What follows belongs to an exercise in optimizing a design on an open flow for a short achievable clock period and few clock cycles; a production flow would make more cautious choices.
Function was not checked in any run shown here: the RTL went through the layout flow alone.
No activity file was given, so power comes from the tool's default toggle rates.

==> design/flow/design.v <==
module SignExtension(
  In, 
  Out
);
input signed [15:0] In; 
output signed [31:0] Out;
assign Out = In;
endmodule  
module SevenSeg(OUT,IN);
input  [3:0] IN;
output [6:0] OUT;
assign OUT =
  (IN == 4'h0) ? 7'b1000000 :
  (IN == 4'h1) ? 7'b1111001 :
  (IN == 4'h2) ? 7'b0100100 :
  (IN == 4'h3) ? 7'b0110000 :
  (IN == 4'h4) ? 7'b0011001 :
  (IN == 4'h5) ? 7'b0010010 :
  (IN == 4'h6) ? 7'b0000010 :
  (IN == 4'h7) ? 7'b1111000 :
  (IN == 4'h8) ? 7'b0000000 :
  (IN == 4'h9) ? 7'b0010000 :
  (IN == 4'hA) ? 7'b0001000 :
  (IN == 4'hb) ? 7'b0000011 :
  (IN == 4'hc) ? 7'b1000110 :
  (IN == 4'hd) ? 7'b0100001 :
  (IN == 4'he) ? 7'b0000110 :
    7'b0001110 ;
endmodule
module hw5_cpu(
  clk,
  rst_n,
  imem_addr,
  imem_data,
  dmem_addr,
  dmem_we,
  dmem_wdata,
  dmem_rdata,
  LEDR, LEDG,
  HEX0, HEX1, HEX2, HEX3
);
input clk;
input rst_n;
output [9:0] imem_addr;
input [32-1:0] imem_data;
output [9:0] dmem_addr;
output dmem_we;
output [16-1:0] dmem_wdata;
input [16-1:0] dmem_rdata;
output [9:0] LEDR;
output [7:0] LEDG;
output [6:0] HEX0, HEX1, HEX2, HEX3;
reg rst_q;
always @(posedge clk)
  rst_q <= rst_n;
reg [15:0] pc_f;
reg        x_v;
reg [31:0] x_ir;
reg [15:0] x_pc;
reg        m_wreg;
reg        m_load;
reg        m_we;
reg [3:0]  m_rd;
reg [15:0] m_res;
reg [15:0] m_sdata;
reg        w_wreg;
reg [3:0]  w_rd;
reg [15:0] w_res;
reg [15:0] rf [0:15];
reg [2:0]  cc;
reg [9:0]  ledr_q;
reg [7:0]  ledg_q;
reg [6:0]  hex0_q, hex1_q, hex2_q, hex3_q;
assign imem_addr  = pc_f[11:2];
assign dmem_addr  = m_res[9:0];
assign dmem_we    = m_we;
assign dmem_wdata = m_sdata;
assign LEDR = ledr_q;
assign LEDG = ledg_q;
assign HEX0 = hex0_q;
assign HEX1 = hex1_q;
assign HEX2 = hex2_q;
assign HEX3 = hex3_q;
wire [7:0]  op  = x_ir[31:24];
wire [3:0]  ra  = x_ir[23:20];
wire [3:0]  rb  = x_ir[19:16];
wire [3:0]  rc  = x_ir[11:8];
wire [15:0] imm = x_ir[15:0];
wire is_add  = (op == 8'b00000000);
wire is_addi = (op == 8'b00000001);
wire is_and  = (op == 8'b00001000);
wire is_andi = (op == 8'b00001001);
wire is_mov  = (op == 8'b00010000);
wire is_movi = (op == 8'b00010001);
wire is_ldw  = (op == 8'b00101010);
wire is_stw  = (op == 8'b00110010);
wire is_br   = (op[7:3] == 5'b11011);
wire is_jmp  = (op == 8'b11100000);
wire is_jsr  = (op == 8'b11110000);
wire is_jsrr = (op == 8'b11111000);
wire uses_b = is_add | is_addi | is_and | is_andi | is_ldw | is_stw | is_jmp | is_jsrr;
wire uses_c = is_add | is_and | is_mov;
wire wreg   = is_add | is_addi | is_and | is_andi | is_mov | is_movi | is_ldw | is_jsr | is_jsrr;
wire [3:0] rd = (is_mov | is_movi) ? rb : (is_jsr | is_jsrr) ? 4'd7 : ra;
wire hit_m_b = m_wreg && (m_rd == rb);
wire hit_m_c = m_wreg && (m_rd == rc);
wire hit_m_a = m_wreg && (m_rd == ra);
wire hit_w_b = w_wreg && (w_rd == rb);
wire hit_w_c = w_wreg && (w_rd == rc);
wire hit_w_a = w_wreg && (w_rd == ra);
wire [15:0] fb = hit_m_b ? m_res : hit_w_b ? w_res : rf[rb];
wire [15:0] fc = hit_m_c ? m_res : hit_w_c ? w_res : rf[rc];
wire [15:0] fa = hit_m_a ? m_res : hit_w_a ? w_res : rf[ra];
wire stall = x_v && m_load &&
  ((uses_b && m_rd == rb) || (uses_c && m_rd == rc) || (is_stw && m_rd == ra) || is_br);
wire [15:0] pc4 = x_pc + 16'h4;
wire [15:0] opb = (is_addi | is_andi | is_ldw | is_stw) ? imm : fc;
wire [15:0] sum = fb + opb;
wire [15:0] res = (is_and | is_andi) ? (fb & opb) :
                  is_mov ? fc :
                  is_movi ? imm :
                  (is_jsr | is_jsrr) ? pc4 :
                  sum;
function [2:0] ccof;
  input [15:0] v;
  ccof = v[15] ? 3'b100 : (v == 16'h0) ? 3'b010 : 3'b001;
endfunction
wire [2:0] cc_now = m_wreg ? ccof(m_res) : w_wreg ? ccof(w_res) : cc;
wire br_taken = is_br && ((op[2:0] & cc_now) != 3'b000);
wire redirect = x_v && !stall && (is_jmp || is_jsr || is_jsrr || br_taken);
wire [15:0] target = is_jmp ? fb : pc4 + {(is_jsrr ? fb[13:0] : imm[13:0]), 2'b00};
wire go = x_v && !stall;
always @(posedge clk)
begin
  if (!rst_n) begin
    pc_f <= 16'h0;
    x_v  <= 1'b0;
  end else if (redirect) begin
    pc_f <= target;
    x_v  <= 1'b0;
  end else if (!stall) begin
    pc_f <= pc_f + 16'h4;
    x_v  <= 1'b1;
    x_ir <= imem_data;
    x_pc <= pc_f;
  end
end
always @(posedge clk)
begin
  if (!rst_q) begin
    m_wreg <= 1'b0;
    m_load <= 1'b0;
    m_we   <= 1'b0;
    m_res  <= 16'h0;
  end else begin
    m_wreg <= go && wreg;
    m_load <= go && is_ldw;
    m_we   <= go && is_stw;
    m_res  <= res;
  end
  m_rd    <= rd;
  m_sdata <= fa;
end
always @(posedge clk)
begin
  if (!rst_q)
    w_wreg <= 1'b0;
  else
    w_wreg <= m_wreg;
  w_rd  <= m_rd;
  w_res <= m_load ? dmem_rdata : m_res;
end
integer i;
always @(posedge clk)
begin
  if (!rst_q) begin
    for (i = 0; i < 16; i = i + 1)
      rf[i] <= 16'h0;
    cc <= 3'b000;
  end else if (w_wreg) begin
    rf[w_rd] <= w_res;
    cc <= ccof(w_res);
  end
end
wire [6:0] seg0, seg1, seg2, seg3;
SevenSeg sseg0(.OUT(seg3), .IN(m_sdata[15:12]));
SevenSeg sseg1(.OUT(seg2), .IN(m_sdata[11:8]));
SevenSeg sseg2(.OUT(seg1), .IN(m_sdata[7:4]));
SevenSeg sseg3(.OUT(seg0), .IN(m_sdata[3:0]));
always @(posedge clk)
begin
  if (!rst_q) begin
    ledr_q <= 10'h3FF;
    ledg_q <= 8'hFF;
    hex3_q <= 7'b0100001;  
    hex2_q <= 7'b0000110;  
    hex1_q <= 7'b0001000;  
    hex0_q <= 7'b0100001;  
  end else if (m_we) begin
    if (m_res[9:0] == 1020)
      ledr_q <= m_sdata[9:0];
    if (m_res[9:0] == 1021)
      ledg_q <= m_sdata[7:0];
    if (m_res[9:0] == 1022) begin
      hex3_q <= seg3;
      hex2_q <= seg2;
      hex1_q <= seg1;
      hex0_q <= seg0;
    end
  end
end
endmodule  
==> design/flow/run.sh <==
#!/bin/bash
# synth_recipe.tcl (not shown) runs the flow's synth.tcl, then flattens the netlist and writes it again
# the make line also repeats each setting of config.mk as NAME=value (left out here)
make -C /OpenROAD-flow-scripts/flow DESIGN_CONFIG=/design/flow/config.mk WORK_HOME=/design/flow/orfs CLKGATE_MAP_FILE= SYNTH_SCRIPT=/design/flow/synth_recipe.tcl finish
==> design/flow/config.mk <==
export PLATFORM = sky130hd
export DESIGN_NAME = hw5_cpu
export DESIGN_NICKNAME = hw5_cpu
export VERILOG_FILES = /design/flow/design.v
export SDC_FILE = /design/flow/constraint.sdc
export NUM_CORES = 4
export LEC_CHECK = 0
export CAP_MARGIN = 20
export CORE_MARGIN = 2
export CORE_UTILIZATION = 40
export SLEW_MARGIN = 20
==> design/flow/constraint.sdc <==
create_clock -name core_clock -period 12.0 [get_ports {clk}]
set_input_delay 2.4000 -clock core_clock [delete_from_list [all_inputs] [get_ports {clk}]]
set_output_delay 2.4000 -clock core_clock [all_outputs]
set_load 0.01 [all_outputs]
==> qor.csv, run 1 <==
metric;value;unit
p_comb_share;18.1;%
critPathTopFamily;simple AND/OR/NAND/NOR gates;
die_h;262;µm
worst_path_most_repeated_cell;mux4_2;
clock-sinks;443;
diodes;0;
grt_pass1_wl;128000;µm
fmax;170;MHz
p_clk_share;37.0;%
period_share;49.0;%
ant_nets;0;
crit_required;12.51;ns
synth-edff-count;304;
h-tree-depth;2;
powerDensity;145;nW/µm²
row_count;94;
synth-seq-area-share;44.8;%
ys_top_cells_by_area;edfxtp_1 34%, mux4_2 20%, dfxtp_1 10%;
fin_ws;6.12;ns
finalHoldViolCount;0;
grt_max_degree;72;
synth_top_cell_by_area;edfxtp_1;
worstPathArrival;6.39;ns
post_cts_buffers;0;
insertion_delay;0.62;ns
cts_root_buf;clkbuf_16;
grt_usage;25.7;%
io_pins;133;
slowest_delay;0.82;ns
synth_fp_nets;2270;
path_buf_inv;1;
synthCells;2187;
switchingPower;1.32;mW
n_fill_cell;5831;
switching_share;30.1;%
grt_pass1_vias;18900;
first_iter_violations;1984;
synth_top_area_share;34.4;%
synth_async_sr_flop_share;0;%
crit_type;flip-flop to flip-flop;
cts_tree;done;
pre_cts_slack;6.10;ns
final_area;30100;µm²
cts_buffers;50;
syn_avg_cell_area;12.1;µm²
synth_top_flop_cell;edfxtp_1;
syn_area;26600;µm²
ys_ff_latch;443;
critPathCaptureType;flip-flop;
hpwl;58600;µm
clock_path_buffers;3;
finalCriticalPeriod;5.88;ns
outcome;timing/DRC/antenna clean;
area_growth;13.5;%
yosysWarnings;1;
p_leak;10.9;nW
yosys-top-cells-count;304 x edfxtp_1, 250 x and2_1, 238 x mux4_2;
finalMaxSlewViolations;0;
start_util;40.4;%
grt_antenna_before_repair;2;
postCtsHoldBufs;0;
finClkSkew;0.0269;ns
nets;2290;
rsz0062_at_grt;false;
fin_tns_setup;0;ns
peakVddDrop;0.112;mV
final_layout_size_suffix_gt1_share;20.4;%
io_buffers;132;
die_area;68500;µm²
cp_cell_sequence;buf_4 -> mux4_2 -> mux4_2 -> nor2b_1 -> a211oi_1 -> nor2_1 -> mux2_2 -> ha_1 -> or2_1 -> a21o_1 -> or4_4 -> a41oi_2 -> a211o_1 -> o21ai_1 -> or4_1 -> a32o_1;
yosysMostFrequentCell;edfxtp_1;
synth_cell_types;85;
worst_pin_slew;1.25;ns
drc;0;
internal_power;3.06;mW
max_slew_margin;16.8;%
totalWireLength;88100;µm
die_w;262;µm
gp_congestion;0.958;
cp.depth;16;
routed_via_density;6.16;
drv_cap;0;
grt_overflow_total;0;
slowest_stage;buf_4;
via_count;19200;
wl_per_cell;28.3;µm
hp-class;flip-flop to flip-flop;
setup_viol;0;
start_kind;flip-flop;
dr.pass1.iters;5;
place_area;28400;µm²
cp_max_fo;43;
hold_depth;0;
worstRegToRegCells;16;
p_seq_share;45.0;%
cts-resized-gates;0;
core_area;65700;µm²
clkTransAtPathRegs;0.07;ns
-- state kept, by name, indices dropped and copies added, names as in the netlist, named ones only --
| signal | count |
|---|---|
| w_res | 16 |
| hex2_q | 7 |
| x_ir | 32 |
| x_v | 1 |
| w_rd | 4 |
| pc_f | 16 |
| m_load | 1 |
| ledr_q | 10 |
| m_sdata | 16 |
| m_we | 1 |
| m_rd | 4 |
| ledg_q | 8 |
| cc | 3 |
| m_wreg | 1 |
| w_wreg | 1 |
| hex1_q | 7 |
| m_res | 16 |
| x_pc | 16 |
| hex3_q | 7 |
| hex0_q | 7 |
| rf | 256 |
| rst_q | 1 |
-- cells by family after synthesis --
| kind of cell | after synthesis | share of synthesized area [%] |
|---|---|---|
| AO/OA/AOI/OAI | 313 | 7.55 |
| XOR/XNOR | 62 | 2.04 |
| adder cells (fa/ha/maj) | 33 | 1.61 |
| buffers and inverters | 230 | 3.97 |
| flip-flops | 443 | 44.8 |
| multiplexers | 360 | 25.2 |
| AND/OR/NAND/NOR | 746 | 14.8 |
-- power groups by stage --
stage          Combinational (mW)  Clock (mW)  Sequential, mW
6_report                    0.791        1.62            1.97
3_5_place_dp                0.778           0            1.99
5_1_grt                     0.841        1.69            1.99
3_3_place_gp                0.776           0            1.99
4_1_cts                     0.782        1.64            1.96
2_1_floorplan               0.640           0            1.81
-- per-stage QoR --
step,instances,utilization (%),hold WS (ns),power [mW]
floorplan,2187,-,0.395,2.45
global placement,3018,43.2,0.418,2.76
detailed placement,3018,43.2,0.436,2.77
CTS,3109,45.8,0.444,4.38
global route,3110,45.9,0.449,4.52
finish,3110,45.9,0.441,4.38
-- final timing paths --
path                                 from        end  slack (ns)
worst max-delay path            flip-flop  m_res[15]        6.12
worst min register to register    m_rd[0]    w_rd[0]        0.44
worst max register to register  flip-flop  m_res[15]        6.12
worst min-delay path              m_rd[0]    w_rd[0]        0.44
-- routing by layer --
layer | wire [µm] | global-route usage (%)
met1 | 34300 | 33.3
met2 | 42100 | 42.3
met3 | 7530 | 4.21
met4 | 4210 | 11.8
met5 | 11 | 0
-- final cells by class --
cell class                      instances  area (µm²)  share of cell area [%]
Multi-Input combinational cell       1514       13700                    45.3
Sequential cell                       443       11900                    39.6
Timing Repair Buffer                  180        1690                    5.59
Clock buffer                           68        1490                    4.93
Tap cell                              864        1080                    3.59
Clock inverter                         23         236                   0.784
Inverter                               18        67.6                   0.224
-- placed cells by master, fill, tap and decap left out, types with 16 or more instances in the layout --
cell	instances
a21oi_1	104
and2_1	250
buf_4	47
clkbuf_16	55
clkdlybuf4s50_1	132
dfxtp_1	131
edfxtp_1	304
ha_1	31
inv_1	16
mux2_2	45
mux2i_1	68
mux4_2	238
nand2_1	161
nand2b_1	22
nand3_1	50
nor2_1	107
nor2b_1	22
nor3_1	38
o211ai_1	26
o21ai_0	57
xnor2_1	25
xor2_1	37
==> run 2: changes to the inputs <==
==> design/flow/flow/run.sh (new file) <==
#!/bin/bash
# The standard layout, with timing repair aimed below the design's period.
set -euo pipefail
bash standard.sh SETUP_SLACK_MARGIN=9 finish > flow.log 2>&1
==> design/flow/standard.sh (new file) <==
#!/bin/bash
# synth_recipe.tcl (not shown) runs the flow's synth.tcl, then flattens the netlist and writes it again
# the make line also repeats each setting of config.mk as NAME=value (left out here)
make -C /OpenROAD-flow-scripts/flow DESIGN_CONFIG=/design/flow/config.mk WORK_HOME=/design/flow/orfs CLKGATE_MAP_FILE= SYNTH_SCRIPT=/design/flow/synth_recipe.tcl "${@:-finish}"
removed: design/flow/run.sh
==> run 2 against run 1 <==
Global-route usage rose by 1.6 points; clock skew rose by 0.012 ns; synthesized cell count did not move; maximum frequency rose by 25%; cell area rose by 11%; critical endpoint unchanged; critical path depth rose by 1; still clean on timing, DRC and antenna; non-clock buffer count rose by 185.
==> qor.csv, run 2 <==
metric;value;unit;change
io_buffers;132;;unchanged
grt_max_degree;65;;-9.7%
totalWireLength;95300;µm;+8.1%
finalNonFillerCells;3302;;+6.2%
p_leak;12.5;nW;+14%
synth_async_sr_flop_share;0;%;unchanged
wl_per_cell;28.8;µm;+1.8%
ys_top_cells_by_area;edfxtp_1 34%, mux4_2 20%, dfxtp_1 10%;;
die_area;68500;µm²;unchanged
grt_usage;27.3;%;+1.6 points
hp-class;flip-flop to flip-flop;;
final_area;33500;µm²;+11%
r2r_slack;7.28;ns;+1.16 ns
rsz0062_at_grt;true;;
crit_required;12.53;ns;+0.02 ns
crit_type;flip-flop to flip-flop;;
synth_top_area_share;34.4;%;unchanged
grt_pass1_vias;19900;;+5.6%
pre_cts_slack;6.25;ns;+0.157 ns
synth_fp_nets;2270;;unchanged
hold_depth;0;;unchanged
synth_top_cell_by_area;edfxtp_1;;
finalCriticalPeriod;4.72;ns;-1.16 ns
hpwl;59100;µm;+0.91%
cts_tree;done;;
cts_root_buf;clkbuf_16;;
regMostFlops;rf;;
slowest_delay;0.54;ns;-0.28 ns
final_util;51.0;%;+5.1 points
h-tree-depth;2;;unchanged
start_util;40.4;%;unchanged
grt_antenna_before_repair;3;;+1
die_w;262;µm;unchanged
top_regs;rf x256, x_ir x32;;
ys_ff_latch;443;;unchanged
syn_avg_cell_area;12.1;µm²;unchanged
drc;0;;unchanged
area_growth;26.2;%;
whs_endpoint;w_rd[0];;
synth-seq-area-share;44.8;%;unchanged
via_count;20500;;+6.8%
worstPathArrival;5.24;ns;-1.15 ns
placedCellCount;3016;;-0.066%
yosys-top-cells-count;304 x edfxtp_1, 250 x and2_1, 238 x mux4_2;;
powerDensity;138;nW/µm²;-5.3%
crit-reg2reg-capture;m_res[15];;
grt_overflow_total;0;;unchanged
worstRegToRegCells;17;;+1
fin_hold_ws;0.428;ns;-0.0129 ns
critPathCaptureType;flip-flop;;
fin_ws;7.28;ns;+1.16 ns
die_h;262;µm;unchanged
yosysWarnings;1;;unchanged
fmax;212;MHz;+25%
n_fill_cell;5498;;-5.7%
ant_nets;0;;unchanged
worst_pin_slew;1.08;ns;-0.166 ns
first_iter_violations;2479;;+25%
finalMaxSlewViolations;0;;unchanged
largest_reg_flops;256;;unchanged
yosysMostFrequentCell;edfxtp_1;;
finalHoldViolCount;0;;unchanged
final_common_cell;edfxtp_1;;
syn_area;26600;µm²;unchanged
cts_buffers;50;;unchanged
synth_cell_types;85;;unchanged
period_share;39.3;%;-9.7 points
routed_via_density;6.20;;+0.59%
outcome;timing/DRC/antenna clean;;
grt_pass1_wl;136000;µm;+6.0%
slowest_stage;or4_4;;
io_pins;133;;unchanged
cp_cell_sequence;buf_12 -> buf_12 -> buf_16 -> mux4_2 -> mux4_2 -> mux2i_1 -> a21oi_1 -> mux2_4 -> ha_4 -> a21oi_4 -> and4b_1 -> or4_4 -> a41oi_2 -> a211o_1 -> o21ai_1 -> or4_1 -> a32o_1;;
setup_viol;0;;unchanged
mostFrequentLayoutCells;304 x edfxtp_1, 249 x and2_1, 238 x mux4_2;;
clkTransAtPathRegs;0.07;ns;about the same
power;4.61;mW;+5.3%
synthCells;2187;;unchanged
start_kind;flip-flop;;
row_count;94;;unchanged
core_area;65700;µm²;unchanged
fin_tns_setup;0;ns;unchanged
finClkSkew;0.0385;ns;+0.0116 ns
dr.pass1.iters;6;;+1
cp_max_fo;5;;-88%
peakVddDrop;0.0965;mV;-14%
regArea;12100;µm²;+1.8%
drv_cap;0;;unchanged
multi_input_area;14600;µm²;+7.2%
gp_congestion;0.947;;-1.1%
synth-edff-count;304;;unchanged
nets;2477;;+8.2%
max_slew_margin;27.8;%;+11 points
place_area;28600;µm²;+0.74%
synth_top_flop_cell;edfxtp_1;;
clock-sinks;443;;unchanged
hold_start;m_rd[0];;
clock_path_buffers;3;;unchanged
insertion_delay;0.63;ns;about the same
postCtsHoldBufs;0;;unchanged
final_layout_size_suffix_gt1_share;38.9;%;+18 points
-- run 2: cell count changes in the layout (fill, tap and decap cells not counted), sizes merged, moves of 3 or more --
cell           change
buf              +259
clkdlybuf4s50     -82
clkinv             +8
bufbuf             +4
diode              +3
-- run 2: worst max-delay path by stage --
stage | slack [ns] | endpoint | cells after the start | start
final | 7.28 | m_res[15] | 17 | flip-flop
after global routing | 7.18 | m_res[15] | 17 | flip-flop
after CTS | 7.33 | m_res[15] | 17 | flip-flop
after detailed placement | 6.25 | m_res[15] | 15 | flip-flop
after global placement | 6.32 | m_res[15] | 15 | flip-flop
after floorplan | 7.59 | m_res[15] | 18 | flip-flop
-- run 2: logic make-up (layout without fill, tap and decap cells) --
| group | Yosys count | after routing | synth area share (%) |
|---|---|---|---|
| XOR/XNOR | 62 | 62 | 2.04 |
| AO/OA/AOI/OAI | 313 | 313 | 7.55 |
| buffers and inverters | 230 | 476 | 3.97 |
| adder cells (fa/ha/maj) | 33 | 33 | 1.61 |
| other | 0 | 3 | 0 |
| multiplexers | 360 | 360 | 25.2 |
| AND/OR/NAND/NOR | 746 | 748 | 14.8 |
| flip-flops | 443 | 443 | 44.8 |
-- run 2: final cells by class --
cell class              count  area share (%)
multi-input cells        1516            43.7
diodes                      3          0.0224
clock buffers              62            3.99
well taps                 864            3.22
flip-flops and latches    443            36.2
inverters                  18           0.209
repair buffers            365            11.9
clock inverters            31           0.791
-- run 2: routing by layer --
| layer | wire (µm) | track usage [%] | vias up | share of wire (%) |
|---|---|---|---|---|
| met5 | 0 | 0 | - | 0 |
| met4 | 4770 | 11.8 | 0 | 5.0 |
| met3 | 7410 | 5.76 | 249 | 7.8 |
| met2 | 46300 | 45.6 | 1059 | 49 |
| met1 | 36800 | 34.2 | 10400 | 39 |
| li1 | - | - | 8728 | - |
-- run 2: repair_timing --
action                     in CTS  in global routing
setup endpoints to repair     297                222
resized for setup             716                 64
cloned                         15                  4
pin swaps                      51                 33
buffers inserted              125                 46
-- run 2: report_power, final --
| part | total (mW) | switching [mW] | internal (mW) |
|---|---|---|---|
| Sequential | 1.94 | 0.205 | 1.73 |
| Clock | 1.54 | 0.664 | 0.875 |
| Combinational | 1.14 | 0.559 | 0.578 |
-- run 2: critical path, delay by kind of cell (launching register included) --
kind / cells / cell delay (ns)
buffers and inverters: 3 / 0.37
AND/OR/NAND/NOR: 3 / 1.19
flip-flops: 1 / 0.43
AO/OA/AOI/OAI: 6 / 0.95
multiplexers: 4 / 1.47
adder cells (fa/ha/maj): 1 / 0.18

[separate check: timing with driven ports]
In the flow no input, the clock included, has a driving cell. The finished layouts below were timed again as built, in two steps.
Step 1: set_driving_cell puts a clkbuf_16 on clk and a buf_2 on each other input, an assumption about the parent block.
Step 2 times the ports against the registers' clock, not the clock port: input delays grow and output delays shrink by t, the midpoint of the rising clock arrivals with the driver on.
Slacks: ideal ports / drivers / drivers and shift; pairs: ideal ports / drivers.
| run | t, ns | setup slack, ns | worst setup path after step 2 |
|---|---|---|---|
| run 1 | 0.665 | 6.119 / 6.119 / 6.119 | register to register |
| run 2 | 0.681 | 7.282 / 7.282 / 7.282 | register to register |
After both steps every run listed still meets setup and hold.
